What follows belongs to an exercise in optimizing a design on an open flow for small area, a short achievable clock period and few clock cycles; a production flow would make more cautious choices.
No functional check of the RTL was part of any run shown here.
Power is estimated from default activity; no workload was simulated.

$ cat flow/run.sh
#!/bin/bash
# synth_recipe.tcl (not shown) runs the flow's synth.tcl, then flattens the netlist and writes it again
# the make line also repeats each setting of config.mk as NAME=value (left out here)
make -C /OpenROAD-flow-scripts/flow DESIGN_CONFIG=/design/flow/config.mk WORK_HOME=/design/flow/orfs CLKGATE_MAP_FILE= SYNTH_SCRIPT=/design/flow/synth_recipe.tcl finish
$ cat flow/config.mk
export PLATFORM = sky130hd
export DESIGN_NAME = SimpleCPU
export DESIGN_NICKNAME = SimpleCPU
export VERILOG_FILES = /design/flow/design.v
export SDC_FILE = /design/flow/constraint.sdc
export NUM_CORES = 4
export LEC_CHECK = 0
export ABC_AREA = 1
export CAP_MARGIN = 60
export CORE_MARGIN = 2
export CORE_UTILIZATION = 40
export SETUP_SLACK_MARGIN = 1.0
export SLEW_MARGIN = 60
$ cat flow/constraint.sdc
create_clock -name core_clock -period 11.0 [get_ports {clk}]
set_input_delay 2.2000 -clock core_clock [delete_from_list [all_inputs] [get_ports {clk}]]
set_output_delay 2.2000 -clock core_clock [all_outputs]
set_load 0.01 [all_outputs]
$ cat flow/design.v
module SimpleCPU(clk, rst, data_fromRAM, wrEn, addr_toRAM, data_toRAM);
input clk, rst;
input wire [31:0] data_fromRAM;
output reg wrEn;
output reg [9:0] addr_toRAM;
output reg [31:0] data_toRAM;    
localparam S_F0  = 4'd0,   
           S_F1  = 4'd1,   
           S_2   = 4'd2,   
           S_3   = 4'd3,   
           S_4   = 4'd4,   
           S_5   = 4'd5,   
           S_IT  = 4'd6,   
           S_J   = 4'd7,   
           S_BR  = 4'd8,   
           S_NFX = 4'd9,   
           S_NFL = 4'd10,  
           S_NFH = 4'd11;  
localparam OP_ADD = 4'd0, OP_ADDi = 4'd1, OP_NAND = 4'd2, OP_NANDi = 4'd3,
           OP_SRL = 4'd4, OP_SRLi = 4'd5, OP_LT = 4'd6, OP_LTi = 4'd7,
           OP_CP = 4'd8, OP_CPi = 4'd9, OP_CPI = 4'd10, OP_CPIi = 4'd11,
           OP_BZJ = 4'd12, OP_BZJi = 4'd13, OP_MUL = 4'd14, OP_MULi = 4'd15;
reg [3:0]  state;
reg        hz;           
reg [9:0]  pc;
reg [3:0]  op;
reg [9:0]  fa;           
reg [31:0] r2;           
reg [31:0] r3;           
wire [31:0] d  = data_fromRAM;
wire [31:0] r1 = data_toRAM;
wire [9:0]  pc1 = pc + 10'd1;
wire st_f1  = state == S_F1;
wire st_2   = state == S_2;
wire st_3   = state == S_3;
wire st_4   = state == S_4;
wire st_5   = state == S_5;
wire st_it  = state == S_IT;
wire st_j   = state == S_J;
wire st_br  = state == S_BR;
wire st_nfx = state == S_NFX;
wire st_nfl = state == S_NFL;
wire st_nf  = state == S_NFX || state == S_NFL || state == S_NFH;
wire op_mul  = op[3:1] == 3'b111;
wire op_alu  = ~op[3];                  
wire op_imm  = op[0];
wire op_srl  = op[3:1] == 3'b010;
wire [32:0] sum  = {1'b0, r1} + {1'b0, r2};
wire        lt   = sum[32];
wire        ge32     = |r2[31:5];
wire        srl_last = ge32 | (r2[4:1] == 4'd0);
wire r3hz = (r3[31:1] == 31'd0);
wire r2lz = (r2[30:0] == 31'd0);
wire r3z  = r3hz & ~r3[0];
wire r2z  = r2lz & ~r2[31];
wire mul_last = r3hz | r2lz;
wire take = (st_f1 & ~hz) | (st_br & ~r3z);
reg [3:0] state_n;
reg       nf;            
always @(*) begin
	nf = 1'b0;
	state_n = state;
	case (state)
	S_F0: state_n = S_F1;
	S_F1: state_n = hz ? S_F0 : S_2;
	S_2:  if (op == OP_CPi) begin nf = 1'b1; state_n = S_NFH; end
	      else state_n = S_3;
	S_3:  case (op)
		OP_ADDi, OP_NANDi, OP_LTi: begin nf = 1'b1; state_n = S_NFX; end
		OP_SRLi: if (srl_last) begin nf = 1'b1; state_n = S_NFX; end
		         else state_n = S_IT;
		OP_MULi: state_n = S_IT;
		OP_BZJi: state_n = S_J;
		OP_CPIi, OP_CP: begin nf = 1'b1; state_n = S_NFL; end
		default: state_n = S_4;  
	      endcase
	S_4:  case (op)
		OP_SRL: state_n = S_IT;
		OP_MUL: if (r2z) begin nf = 1'b1; state_n = S_NFH; end
		        else state_n = S_IT;
		OP_CPI: state_n = S_5;
		OP_BZJ: state_n = S_BR;
		default: begin nf = 1'b1; state_n = S_NFX; end  
	      endcase
	S_5:  begin nf = 1'b1; state_n = S_NFL; end
	S_IT: if (op[3] ? mul_last : srl_last) begin nf = 1'b1; state_n = S_NFH; end
	S_J:  state_n = S_F0;
	S_BR: state_n = r3z ? S_F1 : S_2;
	S_NFX, S_NFL, S_NFH: state_n = S_F1;
	default: state_n = S_F0;
	endcase
end
wire nf_bzj = st_3 & (op == OP_BZJ);
wire pc_inc = nf | nf_bzj;
always @(posedge clk) begin
	if (rst) begin
		state <= S_F0;
		pc <= 10'd0;
		addr_toRAM <= 10'd0;
		wrEn <= 1'b0;
		hz <= 1'b0;
	end else begin
		state <= state_n;
		wrEn <= st_nf;
		hz <= st_nf & (fa == pc);
		if (pc_inc) pc <= pc1;
		else if (st_j | (st_br & r3z)) pc <= sum[9:0];
		if (take) addr_toRAM <= d[23:14];
		else if (pc_inc) addr_toRAM <= pc1;
		else if (st_2) addr_toRAM <= r2[9:0];
		else if (st_4 & (op == OP_CPI)) addr_toRAM <= d[9:0];
		else if (st_4 | st_j) addr_toRAM <= sum[9:0];    
		else addr_toRAM <= fa;                            
	end
end
always @(posedge clk) begin
	if (take) begin
		op <= d[31:28];
		fa <= d[23:14];
	end else if (st_3 & (op == OP_CPIi))
		fa <= d[9:0];
	if (take)
		data_toRAM <= {18'd0, d[13:0]};
	else if (st_2 & (op_mul | op == OP_BZJ))
		data_toRAM <= 32'd0;
	else if (st_3 & op_alu & op[2] & op[1])       
		data_toRAM <= ~d;
	else if ((st_3 & op_alu) | (st_3 & op == OP_BZJi) | st_nfl)
		data_toRAM <= d;
	else if ((st_nfx & op[2:1] == 2'b00) | (st_it & op[3] & r3[0]))
		data_toRAM <= sum[31:0];
	else if (st_nfx & op[2:1] == 2'b01)
		data_toRAM <= ~(r1 & r2);
	else if (st_nfx & op[2:1] == 2'b11)
		data_toRAM <= {31'd0, lt};
	else if ((st_nfx | st_it) & op_srl) begin
		if (ge32) data_toRAM <= 32'd0;
		else if (r2[4:0] != 5'd0) data_toRAM <= {1'b0, r1[31:1]};
	end
	if (take)
		r2 <= {18'd0, d[13:0]};
	else if ((st_3 & (op_mul | op == OP_BZJ)) | (st_4 & op_alu))
		r2 <= d;
	else if (st_it & op[3])
		r2 <= {r2[30:0], 1'b0};
	else if (st_it & ~ge32 & (r2[4:0] != 5'd0))
		r2[4:0] <= r2[4:0] - 5'd1;
	if (st_4) r3 <= d;
	else if (st_3) r3 <= {18'd0, r2[13:0]};
	else r3 <= {1'b0, r3[31:1]};
end
endmodule
==> results of run 1 <==
## layout make-up
type / count / area, sq um
flip-flops and latches: 136 / 3140
well taps: 330 / 413
multi-input cells: 1217 / 6030
inverters: 182 / 692
repair buffers: 86 / 826
clock buffers: 21 / 450
clock inverters: 11 / 105
fillers: 2585 / 13200
## worst max path at each step
| stage | to | slack [ps] | cells after the start |
|---|---|---|---|
| floorplan | addr_toRAM[9] | 8080 | 8 |
| global placement | state[0] | 7080 | 4 |
| detailed placement | addr_toRAM[3] | 7280 | 9 |
| CTS | data_toRAM[17] | 7280 | 1 |
| global route | data_toRAM[16] | 6980 | 13 |
| finish | data_toRAM[17] | 7260 | 1 |
## power by group
group          internal (W)  leakage [nW]  switching [W]  total, W
logic              0.000335          3.82       0.000681   0.00102
registers          0.000655          1.17       0.000110  0.000765
clock network      0.000335         0.275       0.000225  0.000560
## cell usage in the layout, fill, tap and decap left out, drive strengths merged, types with 11 or more instances in the layout
cell and n:
nand2 468, a21oi 143, dfxtp 94, a22oi 18, nand4 11, inv 178, xor2 11, nor2 165
clkinv 12, o22ai 12, edfxtp 42, nand3 113, o211ai 18, clkdlybuf4s50 75, nor3 14, o21ai 147
a31oi 26, buf 11, ha 35, clkbuf 21
## worst min-delay path, cell delays in order (launching register included)
cell	delay [ps]
dfxtp_1	310
nand3_1	70
nand2_1	40
## kinds of logic (layout without fill, tap and decap cells)
family / Yosys count / in the layout / synth area share, %
DFF: 136 / 136 / 31.3
buffers and inverters: 244 / 300 / 9.54
AOI/OAI and AO/OA: 378 / 378 / 20.8
and+or+nand+nor: 785 / 785 / 32.2
xor gates and xnor gates: 15 / 15 / 1.31
muxes: 3 / 3 / 0.324
adders and majority gates: 36 / 36 / 4.56
## per-stage QoR
stage	instances	total power, W
floorplan	1597	0.00137
global placement	1948	0.00176
detailed placement	1951	0.00176
CTS	1983	0.00232
global route	1983	0.00247
finish	1983	0.00234
## state kept, by name (all words and copies together), names as in the netlist
signal      flops
wrEn            1
addr_toRAM     10
data_toRAM     32
r2             32
fa             10
hz              1
op              4
r3             32
state           4
pc             10
## per-layer routing
layer / part of all wire (%) / vias up / GRT usage, %
li1: - / 5395 / -
met1: 41 / 5179 / 37.4
met2: 47 / 527 / 49.5
met3: 6.9 / 113 / 4.58
met4: 5.1 / 0 / 14.3
met5: 0 / - / 0
==> impl_results.md, run 1 <==
- Status: complete, no violations
- Leading register cell type out of synthesis: dfxtp_1
- Crit Path Class: flip-flop to output port
- Cell taking the most area after synthesis: dfxtp_1
- HP Class: flip-flop to flip-flop
- Critical Path RT: 8800 ps
- Commonest cells in the netlist: nand2_1, inv_1, nor2_1, a21oi_1, o21ai_0
- Reg2Reg Depth: 13
- Skew final: 8.14 ps
- CTS root buffer: clkbuf_16
- R2R setup slack: around 7300 ps
- H-tree depth: 4
- Startpoint types: flip-flop
- TritonRoute pass-1 iters: 8
- Synth top area share: 18.7%
- Launch point of the worst path: data_toRAM[17]
- Chip Width: approximately 160 microns
- Die Area: 0.0264 sq mm
- Largest stage delay on the critical path: between 600 and 700 ps
- Crit-path cells: clkdlybuf4s50_1
- Worst Hold Path Cells: 2
- Endpoints failing hold: 0
- Post-synth EDFFs: 42
- DR vias: approximately 11000
- Post-Syn Area per Cell: approximately 6.3 sq um
- CTS resizes: 0
- Core Rows: 58
- CTS Sinks: 136
- Hold_sp: r3[16]
- Initial antenna violation count: 0
- Seq/Total Area, Yosys: 31.3%
- Slew Viols, Final: 0
- Post-Place Worst Slack: 7280 ps
- DR WL/cell: 19.7 microns
- Synth Register Bits: between 100 and 150
- Maxcap violations: 0
- Synth area leaders: dfxtp_1, nand2_1, edfxtp_1
- Vias in the first global route: 10400
- Max-Slew Margin vs Limit: 63.1%
- Pwr Density: 201 mW/mm^2
- TritonCTS clock tree: built
- Die Height: around 160 microns
- Largest net degree at the start of global routing: 47
- Mapped Cells: 1597
- DRT iter0 DRCs: between 1000 and 1500
- Clock Pin Slew Worst Setup and Hold Paths: approximately 60 ps
- Hold slack: 470 ps
- Crit Path Max Fanout: 4
- Clk Latency, worst-skew pair: 430 ps
- N_diodes: 0
- GRT Total Usage: 29.6%
- DP HPWL: between 20000 and 30000 microns
- Final Routed Wirelength: 39000 microns
- Setup violations, final: 0
- DRT antenna net count: 0
- Longest Clk Path Bufs: 2
- Hold path endpoint: r3[15]
- Syn nets: 1667
- CP endpoint kind: output port
- Layout cell share with drive strength beyond 1: 4.96%
- CP delay by family, top: buffers and inverters
- Fin crit period: between 3000 and 4000 ps
- Max VDD drop: roughly 0.093 mV
- Worst Path Buf+Inv: 1
- Util after Layout: 46.8%
- Inserted Clock Buffers: 17
- Initial core utilization: between 40% and 50%
- Post-CTS Setup Inserts: 0
- Final worst slack: just over 7000 ps
- Port Buf Inserts: 76
- Warnings from Yosys: 1
- I/O pins: 77
- Remaining Overflow, GRT: 0
- First-pass GRT wire length: just under 60000 microns
- Post-route setup TNS: 0 ps
- Drt via density: 5.66
- Tcrit/Tclk final: 34.0%
- CP max stage cell: clkdlybuf4s50_1
- Area delta synth->final: 16.1%
- Share of synthesized registers carrying an async set or reset: 0%
- RR Endpoint: data_toRAM[31]
- Number of remaining DRC errors: 0
- Number of nets in the layout: between 1500 and 2000
- Cts hold-fix bufs: 0
- RSZ-0062 raised after global routing: no
- Count leader, synth: nand2_1
- Synth Cell Area: 0.0100 sq mm
- Design area: roughly 0.012 sq mm
- Reg2reg start: r2[25]
- Core box area: 0.0249 sq mm
- GPL Wtd Cong: 0.982
- Number of distinct library cells after synthesis: 49
- Static Leak: between 5 and 6 nW
- DP Area: 0.0111 sq mm
- Fmax achieved: approximately 270 MHz
- CP Data Arrival Time: around 1500 ps
- Measured slew at the worst slew-check pin: between 500 and 600 ps
==> run 2: changes to the inputs <==
--- a/flow/config.mk
+++ b/flow/config.mk
@@ -7,7 +7,7 @@
 export LEC_CHECK = 0
 export ABC_AREA = 1
-export CAP_MARGIN = 60
+export CAP_MARGIN = 85
 export CORE_MARGIN = 2
 export CORE_UTILIZATION = 40
 export SETUP_SLACK_MARGIN = 1.0
-export SLEW_MARGIN = 60
+export SLEW_MARGIN = 85
==> run 2 against run 1 <==
  * Sequential power shrank 1%
  * Worst hold slack is essentially flat
  * Synthesized area is the same
  * Fmax shrank 28%
  * Flip-flop and latch count is the same
  * Utilization grew 5.9 points
  * Count of clock-buffer cells in the layout grew 1
  * Final cell count grew 4.0%
  * Worst setup slack lost 1500 ps
==> impl_results.md, run 2 <==
- Slew Viols, Final: 0 (unchanged)
- Endpoints failing hold: 0 (unchanged)
- Comb pwr share: 47.4% (+4.0 points)
- Pwr Density: 201 mW/mm^2 (+0.31%)
- Port Buf Inserts: 76 (unchanged)
- Post-CTS Setup Inserts: 0 (unchanged)
- Leading register cell type out of synthesis: dfxtp_1
- H-tree depth: 4 (unchanged)
- Mapped Cells: 1597 (unchanged)
- Post-Syn Area per Cell: 6.29 sq um (unchanged)
- Core box area: 0.0249 sq mm (unchanged)
- Reg2reg start: state[3]
- Measured slew at the worst slew-check pin: 241 ps (-313 ps)
- R2R setup slack: 5800 ps (-1540 ps)
- Initial core utilization: 40.4% (unchanged)
- Synth area leaders: dfxtp_1, nand2_1, edfxtp_1
- Fill count: 2533 (-2.0%)
- Initial antenna violation count: 0 (unchanged)
- Count leader, synth: nand2_1
- Number of remaining DRC errors: 0 (unchanged)
- Core Rows: 58 (unchanged)
- Final Routed Wirelength: 40300 microns (+3.5%)
- Sw frac: 42.2% (-1.2 points)
- Final worst slack: 5800 ps (-1450 ps)
- Most frequent cells in the layout: nand2_1, inv_1, nor2_1
- DP HPWL: 31400 microns (+5.6%)
- Hold path endpoint: r3[17]
- Inserted Clock Buffers: 17 (unchanged)
- Clk Latency, worst-skew pair: 440 ps (about the same)
- Setup violations, final: 0 (unchanged)
- Cts hold-fix bufs: 0 (unchanged)
- Hold slack: 470 ps (-0.493 ps)
- DR WL/cell: 19.6 microns (-0.48%)
- Synth Cell Area: 0.0100 sq mm (unchanged)
- CP endpoint kind: flip-flop
- Layout cell share with drive strength beyond 1: 17.8% (+13 points)
- Post-route setup TNS: 0 ps (unchanged)
- Max VDD drop: 0.0832 mV (-11%)
- Worst Hold Path Cells: 2 (unchanged)
- CTS resizes: 0 (unchanged)
- N_diodes: 0 (unchanged)
- DRT antenna net count: 0 (unchanged)
- Number of distinct library cells after synthesis: 49 (unchanged)
- Vias in the first global route: 11000 (+5.5%)
- HP Class: flip-flop to flip-flop
- I/O pins: 77 (unchanged)
- RSZ-0062 raised after global routing: no
- Leading registers by flop count: data_toRAM x32, r2 x32, r3 x32
- Tcrit/Tclk final: 47.2% (+13 points)
- Area delta synth->final: 30.8%
- TritonCTS clock tree: built
- Die Area: 0.0264 sq mm (unchanged)
- Hold_sp: r3[18]
- Status: complete, no violations
- First-pass GRT wire length: 61500 microns (+3.5%)
- Remaining Overflow, GRT: 0 (unchanged)
- RR Endpoint: fa[4]
- CTS Sinks: 136 (unchanged)
- Crit Path Max Fanout: 17 (+13)
- Cell taking the most area after synthesis: dfxtp_1
- CTS root buffer: clkbuf_16
- Die Height: 162 microns (unchanged)
- Drt via density: 5.63 (-0.46%)
- Seq/Total Area, Yosys: 31.3% (unchanged)
- GPL Wtd Cong: 0.982 (unchanged)
- Clock Power Share: 24.0% (about the same)
- Fin crit period: 5200 ps (+1450 ps)
- Post-synth EDFFs: 42 (unchanged)
- Maxcap violations: 0 (unchanged)
- Clock Pin Slew Worst Setup and Hold Paths: 60 ps (about the same)
- Max-Slew Margin vs Limit: 83.9% (+21 points)
- Commonest non-fill, non-tap cell in the layout: nand2_1
- Chip Width: 162 microns (unchanged)
- Static Leak: 5.85 nW (+11%)
- Crit Path Class: flip-flop to flip-flop
- NetSw: 0.00112 W (+10%)
- Startpoint types: flip-flop
- Warnings from Yosys: 1 (unchanged)
- GRT Total Usage: 30.4% (+0.80 points)
- Reg2Reg Depth: 18 (+5)
- Commonest cells in the netlist: nand2_1, inv_1, nor2_1, a21oi_1, o21ai_0
- Register share of total power: 28.6% (-4.1 points)
- Cell Int Power: 0.00153 W (+15%)
- Skew final: 10.7 ps (+2.60 ps)
- Syn nets: 1667 (unchanged)
- DR vias: 11600 (+3.5%)
- TritonRoute pass-1 iters: 5 (-3)
- DRT iter0 DRCs: 1120 (-9.4%)
- Number of nets in the layout: 1789 (+4.6%)
- CP Data Arrival Time: 5330 ps (+3790 ps)
- Critical Path RT: 11140 ps (+2340 ps)
- Longest Clk Path Bufs: 2 (unchanged)
- Synth top area share: 18.7% (unchanged)
- Post-Place Worst Slack: 7340 ps (+59.6 ps)
- Launch point of the worst path: state[3]
- Synth Register Bits: 136 (unchanged)
- Share of synthesized registers carrying an async set or reset: 0% (unchanged)
- Largest net degree at the start of global routing: 40 (-15%)
- Fmax achieved: 192 MHz (-28%)
run 2: cell count changes in the layout (fill, tap and decap cells not counted), moves of 20 or more:
cell / delta
buf_2: +33
o21ai_2: +24
dfxtp_2: +23
a21oi_1: -20
dfxtp_1: -23
o21ai_0: -35
nor2_1: -21
run 2: worst max-delay path by stage:
| stage | slack [ps] | to | cells after the start |
|---|---|---|---|
| floorplan | 8080 | addr_toRAM[9] | 8 |
| global placement | 7080 | state[0] | 4 |
| detailed placement | 7340 | addr_toRAM[9] | 9 |
| CTS | 7320 | data_toRAM[8] | 1 |
| global route | 5590 | fa[4] | 18 |
| finish | 5800 | fa[4] | 18 |
run 2: layer usage:
| layer | vias up | share of wire (%) | global-route usage [%] |
|---|---|---|---|
| met3 | 116 | 6.1 | 3.90 |
| met2 | 524 | 48 | 52.0 |
| li1 | 5578 | - | - |
| met4 | 0 | 4.8 | 14.9 |
| met1 | 5389 | 41 | 37.8 |
| met5 | - | 0 | 0 |
run 2: per-stage QoR:
stage / instances / cell area (sq um) / util [%] / total power (W)
after CTS: 2049 / 12900 / 51.6 / 0.00257
after global routing: 2062 / 13100 / 52.8 / 0.00279
after global placement: 1948 / 11000 / 44.3 / 0.00176
after detailed placement: 2017 / 12200 / 49.1 / 0.00194
final: 2062 / 13100 / 52.8 / 0.00265
after floorplan: 1597 / 10000 / - / 0.00137
run 2: power by group through the flow:
stage               Combinational [W]  Sequential (W)  Clock, W
CTS                           0.00118        0.000754  0.000634
global route                  0.00136        0.000767  0.000656
detailed placement            0.00117        0.000763         0
finish                        0.00125        0.000757  0.000634
global placement             0.000988        0.000770         0
floorplan                    0.000630        0.000741         0
run 2: kinds of logic (layout without fill, tap and decap cells):
family	after synthesis	in the layout	share of synthesized area [%]
DFF	136	136	31.3
and+or+nand+nor	785	785	32.2
xor gates and xnor gates	15	15	1.31
muxes	3	3	0.324
buffers and inverters	244	379	9.54
AOI/OAI and AO/OA	378	378	20.8
adders and majority gates	36	36	4.56
run 2: layout make-up:
cell class              instances  area [sq um]  share of cell area [%]
multi-input cells            1217          6690                    50.9
flip-flops and latches        136          3170                    24.1
repair buffers                165          1490                    11.3
inverters                     182           753                    5.73
clock buffers                  22           454                    3.46
well taps                     330           413                    3.14
clock inverters                10           175                    1.33
run 2: worst max-delay path, cell delays in order, from the launching register on:
cell             delay (ps)
dfxtp_1                 350
nor2_1                  180
inv_1                   140
nor2_4                   90
buf_2                   180
inv_8                    80
buf_8                   160
buf_16                  160
o41ai_4                 290
clkdlybuf4s50_1         540
clkdlybuf4s50_1         470
clkdlybuf4s50_1         510
clkdlybuf4s50_1         510
clkdlybuf4s50_1         490
buf_1                   110
buf_1                   180
buf_1                   160
buf_1                   140
buf_1                   150
==> run 3: changes to the inputs <==
--- a/flow/config.mk
+++ b/flow/config.mk
@@ -7,7 +7,7 @@
 export LEC_CHECK = 0
 export ABC_AREA = 1
-export CAP_MARGIN = 85
+export CAP_MARGIN = 20
 export CORE_MARGIN = 2
 export CORE_UTILIZATION = 40
 export SETUP_SLACK_MARGIN = 1.0
-export SLEW_MARGIN = 85
+export SLEW_MARGIN = 20
==> run 3 against run 2 <==
  * Still clean on timing, DRC and antenna
  * Sequential share of layout area up 2.8 points
  * Register-to-register slack better by 1200 ps
  * First-iteration DRC count up 19%
  * Combinational power down 19%
  * Final cell count down 3.9%
  * Sequential power up 1%
  * Flip-flop and latch count unchanged
  * Via count down 3.2%
==> impl_results.md, run 3 <==
- Warnings from Yosys: 1 (unchanged)
- Longest Clk Path Bufs: 2 (unchanged)
- DRT antenna net count: 0 (unchanged)
- Mapped Cells: 1597 (unchanged)
- Area delta synth->final: 16.2%
- Crit Path Max Fanout: 22 (+5)
- Most frequent cells in the layout: nand2_1, inv_1, nor2_1
- Critical Path RT: 11370 ps (+230 ps)
- Final Routed Wirelength: 39000 microns (-3.3%)
- FF/Latch Area: 0.00314 sq mm (-0.91%)
- Synth top area share: 18.7% (unchanged)
- Commonest cells in the netlist: nand2_1, inv_1, nor2_1, a21oi_1, o21ai_0
- DRT iter0 DRCs: 1338 (+19%)
- CP Data Arrival Time: 4340 ps (-990 ps)
- First-pass GRT wire length: 59600 microns (-3.2%)
- Share of synthesized registers carrying an async set or reset: 0% (unchanged)
- Count leader, synth: nand2_1
- Footprint of the multi-input gates: 0.00599 sq mm (-10%)
- Pwr Density: 204 mW/mm^2 (+1.5%)
- Clock Pin Slew Worst Setup and Hold Paths: 60 ps (about the same)
- Synth Register Bits: 136 (unchanged)
- CTS root buffer: clkbuf_16
- Layout cell share with drive strength beyond 1: 4.48% (-13 points)
- Port Buf Inserts: 76 (unchanged)
- Die Area: 0.0264 sq mm (unchanged)
- Number of nets in the layout: 1708 (-4.5%)
- Leading register cell type out of synthesis: dfxtp_1
- CTS resizes: 0 (unchanged)
- Measured slew at the worst slew-check pin: 1120 ps (+878 ps)
- GRT Total Usage: 29.7% (-0.75 points)
- TritonRoute pass-1 iters: 6 (+1)
- Inserted Clock Buffers: 17 (unchanged)
- HP Class: flip-flop to flip-flop
- Cell taking the most area after synthesis: dfxtp_1
- Max-Slew Margin vs Limit: 25.4% (-59 points)
- Maxcap violations: 0 (unchanged)
- DR vias: 11200 (-3.2%)
- TritonCTS clock tree: built
- Leading registers by flop count: data_toRAM x32, r2 x32, r3 x32
- GPL Wtd Cong: 0.982 (unchanged)
- Fmax achieved: 252 MHz (+31%)
- Setup violations, final: 0 (unchanged)
- CP endpoint kind: flip-flop
- Fill count: 2623 (+3.6%)
- Hold slack: 467 ps (-2.60 ps)
- Core Rows: 58 (unchanged)
- Fin crit period: 3980 ps (-1220 ps)
- Commonest non-fill, non-tap cell in the layout: nand2_1
- Max VDD drop: 0.0953 mV (+15%)
- Clk Latency, worst-skew pair: 440 ps (about the same)
- RSZ-0062 raised after global routing: no
- Number of remaining DRC errors: 0 (unchanged)
- Post-CTS Setup Inserts: 0 (unchanged)
- Synth Cell Area: 0.0100 sq mm (unchanged)
- Chip Width: 162 microns (unchanged)
- Status: complete, no violations
- Total chip power: 0.00239 W (-9.9%)
- Remaining Overflow, GRT: 0 (unchanged)
- Initial core utilization: 40.4% (unchanged)
- H-tree depth: 4 (unchanged)
- Number of distinct library cells after synthesis: 49 (unchanged)
- Post-synth EDFFs: 42 (unchanged)
- Core box area: 0.0249 sq mm (unchanged)
- Skew final: 13.6 ps (+2.90 ps)
- DP HPWL: 29700 microns (-5.5%)
- DR WL/cell: 19.7 microns (+0.69%)
- Vias in the first global route: 10400 (-5.3%)
- Die Height: 162 microns (unchanged)
- Startpoint types: flip-flop
- Synth area leaders: dfxtp_1, nand2_1, edfxtp_1
- Slew Viols, Final: 0 (unchanged)
- Static Leak: 5.26 nW (-10%)
- Syn nets: 1667 (unchanged)
- Post-Syn Area per Cell: 6.29 sq um (unchanged)
- Cts hold-fix bufs: 0 (unchanged)
- Endpoints failing hold: 0 (unchanged)
- N_diodes: 0 (unchanged)
- I/O pins: 77 (unchanged)
- CTS Sinks: 136 (unchanged)
- Initial antenna violation count: 0 (unchanged)
- Drt via density: 5.67 (+0.76%)
- Crit Path Class: flip-flop to flip-flop
- Post-route setup TNS: 0 ps (unchanged)
- Largest net degree at the start of global routing: 47 (+18%)
- Seq/Total Area, Yosys: 31.3% (unchanged)
- Tcrit/Tclk final: 36.1% (-11 points)
[run 3: cell type report]
| type | instances | share of cell area (%) |
|---|---|---|
| multi-input combinational | 1217 | 51.4 |
| sequential | 136 | 26.9 |
| timing repair buffer | 84 | 7.10 |
| inverter | 182 | 5.85 |
| clock buffer | 18 | 3.68 |
| tap | 330 | 3.54 |
| clock inverter | 14 | 1.55 |
[run 3: cells by family after synthesis]
logic type / synth area share (%)
buffers and inverters: 9.54
AOI/OAI and AO/OA: 20.8
and+or+nand+nor: 32.2
xor gates and xnor gates: 1.31
adders and majority gates: 4.56
DFF: 31.3
muxes: 0.324
[run 3: power breakdown]
| group | internal [W] | switching, W |
|---|---|---|
| registers | 0.000655 | 0.000111 |
| logic | 0.000335 | 0.000677 |
| clock network | 0.000377 | 0.000231 |
[run 3: path summary, 6_finish.rpt]
kind,endpoint,slack [ps],start,cells after the start
max reg2reg,data_toRAM[31],7020,r2[7],13
min reg2reg,r3[15],470,r3[16],2
min,r3[15],470,r3[16],2
max,data_toRAM[31],7020,r2[7],13
[run 3: per-layer routing]
| layer | vias to the layer above | global-route usage [%] | wire (microns) |
|---|---|---|---|
| li1 | 5395 | - | - |
| met1 | 5257 | 38.0 | 16500 |
| met2 | 489 | 50.0 | 18600 |
| met3 | 95 | 3.64 | 2240 |
| met4 | 0 | 13.6 | 1700 |
| met5 | - | 0 | 0 |
[run 3: per-stage QoR]
stage / util [%] / instances / setup WS (ps) / instance area [sq um]
5_1_grt: 46.9 / 1981 / 6710 / 11700
2_1_floorplan: - / 1597 / 8080 / 10000
3_5_place_dp: 44.4 / 1948 / 7100 / 11000
4_1_cts: 46.8 / 1980 / 7120 / 11700
3_3_place_gp: 44.3 / 1948 / 7080 / 11000
6_report: 46.9 / 1981 / 7020 / 11700
[run 3: worst max-delay path: stages (launching register included)]
cell	delay (ps)
edfxtp_1	470
nor2_1	210
nand2_1	80
nor2_1	90
nand2_1	80
nor2_4	350
inv_1	150
nor2_2	730
nand2_1	210
a21oi_4	520
nand2_2	420
inv_2	410
nand2_1	90
nand3_1	90

-- re-timing with driven ports --
How much do the figures lean on ideal ports? The routed layouts below were timed once more, with nothing changed but the port constraints. Step 1 assumes that a clkbuf_16 drives the clock port and a buf_2 every other input. Step 2 adds t to the input delays and takes it off the output delays; t is the mean of the earliest and latest rising clock arrival at the registers after step 1. Input paths then give back, and output paths get back, about the clock's delay inside the block. Three values: no drivers, after step 1, after step 2; two values: the first two.
| run | shift t [ns] | setup slack, ns | clock arrival spread, ns | slew at the worst register clock pin (ns) |
|---|---|---|---|---|
| run 1 | 0.472 | 7.257 / 7.213 / 7.213 | 0.008 / 0.009 | 0.06 / 0.06 |
| run 2 | 0.476 | 5.804 / 5.804 / 5.804 | 0.011 / 0.011 | 0.07 / 0.07 |
| run 3 | 0.472 | 7.024 / 7.024 / 7.024 | 0.014 / 0.013 | 0.07 / 0.07 |
After both steps every run listed still meets setup and hold. The setup slack of run 1, which loses most, moves by -0.044 ns with the drivers and by -0.044 ns with both steps.
